What follows belongs to an exercise in optimizing a design on an open flow for small area, a short achievable clock period and few clock cycles; a production flow would make more cautious choices. Only simulation tests tie the RTL to the original design; equivalence was not proved. Power figures rest on the tool's default switching activity, not on a simulated workload.

// mycpu
module mycpu
  (
   input  logic        clk,
   input  logic        rst_n,
   output logic [15:0] a_out,
   input  logic [15:0] d_in,
   output logic [15:0] d_out,
   input  logic [15:0] io_in,
   output logic        wen_out,
   output logic        iom_out
   );
   function automatic logic [15:0] add16(input logic [15:0] a, input logic [15:0] b,
                                         input logic ci);
      logic [15:0] g, p, gg, pp, gn, pn;
      g = a & b;
      p = a ^ b;
      gg = g; pp = p;
      for (int d = 1; d < 16; d = d * 2) begin
         gn = gg; pn = pp;
         for (int i = d; i < 16; i++) begin
            gn[i] = gg[i] | (pp[i] & gg[i-d]);
            pn[i] = pp[i] & pp[i-d];
         end
         gg = gn; pp = pn;
      end
      add16[0] = p[0] ^ ci;
      for (int i = 1; i < 16; i++)
        add16[i] = p[i] ^ (gg[i-1] | (pp[i-1] & ci));
   endfunction
   function automatic logic [19:0] add20(input logic [19:0] a, input logic [19:0] b,
                                         input logic ci);
      logic [19:0] g, p, gg, pp, gn, pn;
      g = a & b;
      p = a ^ b;
      gg = g; pp = p;
      for (int d = 1; d < 20; d = d * 2) begin
         gn = gg; pn = pp;
         for (int i = d; i < 20; i++) begin
            gn[i] = gg[i] | (pp[i] & gg[i-d]);
            pn[i] = pp[i] & pp[i-d];
         end
         gg = gn; pp = pn;
      end
      add20[0] = p[0] ^ ci;
      for (int i = 1; i < 20; i++)
        add20[i] = p[i] ^ (gg[i-1] | (pp[i-1] & ci));
  ...
For scale: roughly 1,600 cells after synthesis, roughly 290 flip-flops, ~0.018 mm2 of cells after synthesis.
==> flow/config.mk <==
export PLATFORM = sky130hd
export DESIGN_NAME = mycpu
export DESIGN_NICKNAME = mycpu
export VERILOG_FILES = /design/flow/design.v
export SDC_FILE = /design/flow/constraint.sdc
export NUM_CORES = 4
export LEC_CHECK = 0
export CAP_MARGIN = 20
export CORE_MARGIN = 2
export CORE_UTILIZATION = 40
export CTS_CLUSTER_DIAMETER = 100
export CTS_CLUSTER_SIZE = 25
export GPL_TIMING_DRIVEN = 1
export SLEW_MARGIN = 20
==> flow/constraint.sdc <==
create_clock -name core_clock -period 12.0 [get_ports {clk}]
set_input_delay 2.4000 -clock core_clock [delete_from_list [all_inputs] [get_ports {clk}]]
set_output_delay 2.4000 -clock core_clock [all_outputs]
set_load 0.01 [all_outputs]
standard.sh (not shown) runs the stock make flow with config.mk's settings and CLKGATE_MAP_FILE= SYNTH_SCRIPT=/design/flow/synth_recipe.tcl, a recipe that flattens the netlist after the stock synthesis.
==> flow/flow/run.sh <==
#!/bin/bash
# Standard layout; port buffers are buf_2 cells and repair_timing aims for extra setup slack.
set -euo pipefail
bash standard.sh "BUFFER_PORTS_ARGS=-buffer_cell sky130_fd_sc_hd__buf_2" SETUP_SLACK_MARGIN=8.5 finish > standard.log 2>&1
Testbench counts at the start, summed over its fixed seeds: cycles 261,871.
Next try:
CORE_UTILIZATION = 60   (was 40)
CTS_CLUSTER_DIAMETER = 60   (was 100)
CTS_CLUSTER_SIZE = 30   (was 25)
GPL_TIMING_DRIVEN = default   (was 1)
Effect:
- The new run completed with no timing, DRC or antenna violations
- power rises by roughly a tenth
- setup slack is worse by 0.032 ns
- clock-buffer cell count rises by 4
- worst hold slack is worse by 0.0075 ns
- critical path depth rises by 1
- design area rises slightly
- register-to-register slack is worse by 0.03 ns
- utilization rises by 24 points
- routed wire length falls by a few percent
- sequential cell count is unchanged
- area after synthesis stays the same


mycpu again, from the RTL that the note above started with.
clock: 12.0 ns
lec_check: 0
cap_margin: 20
core_margin: 2
core_utilization: 50
cts_cluster_diameter: 100
cts_cluster_size: 25
place_density: 0.75
slew_margin: 20
Scripts as last shown in full above: flow/flow/run.sh
Testbench counts at the start, summed over its fixed seeds: cycles 261,871.
==> next run, changes <==
Settings changed: CORE_UTILIZATION 50 to 40, CTS_CLUSTER_DIAMETER 100 to default, CTS_CLUSTER_SIZE 25 to default, PLACE_DENSITY 0.75 to default.
After rerunning: The changed run completed without violations. Cell area came out higher by 4.1%. Total power climbs by 14%. Utilization fell by 9.6 points. Clock power rises by 65%. Setup slack is better by 0.052 ns. First-iteration DRC count climbs by 1.4%. Maximum frequency is higher by 1.5%.

## afterwards: timing with drivers on the ports
Ports are ideal in the flow. The routed layouts listed here were re-timed in OpenROAD.
Step 1 sets driving cells, clkbuf_16 on the clock port and buf_2 on the other inputs (assumed; they add their load-dependent delay and slew).
Step 2 moves the port delays by t, midway between the first and last clock arrival at a register: inputs arrive t later, outputs are due t later. That takes back most of the time a late clock gives input paths.
Slacks: ideal ports / drivers / drivers and shift; pairs: ideal ports / drivers.
| run | t, ns | setup WS [ns] | pins driven straight from the clock port |
|---|---|---|---|
| the first run of note 1 | 0.579 | 8.455 / 8.421 / 8.257 | 1 |
| the second run of note 1 | 0.619 | 8.424 / 8.424 / 8.259 | 1 |
| the first run of note 2 | 0.564 | 8.402 / 8.402 / 8.298 | 1 |
| the second run of note 2 | 0.603 | 8.454 / 8.417 / 8.275 | 1 |
After both steps setup and hold are still met in every run listed. The setup slack of the first run of note 1, which loses most, moves by -0.034 ns with the drivers and by -0.198 ns with both steps.
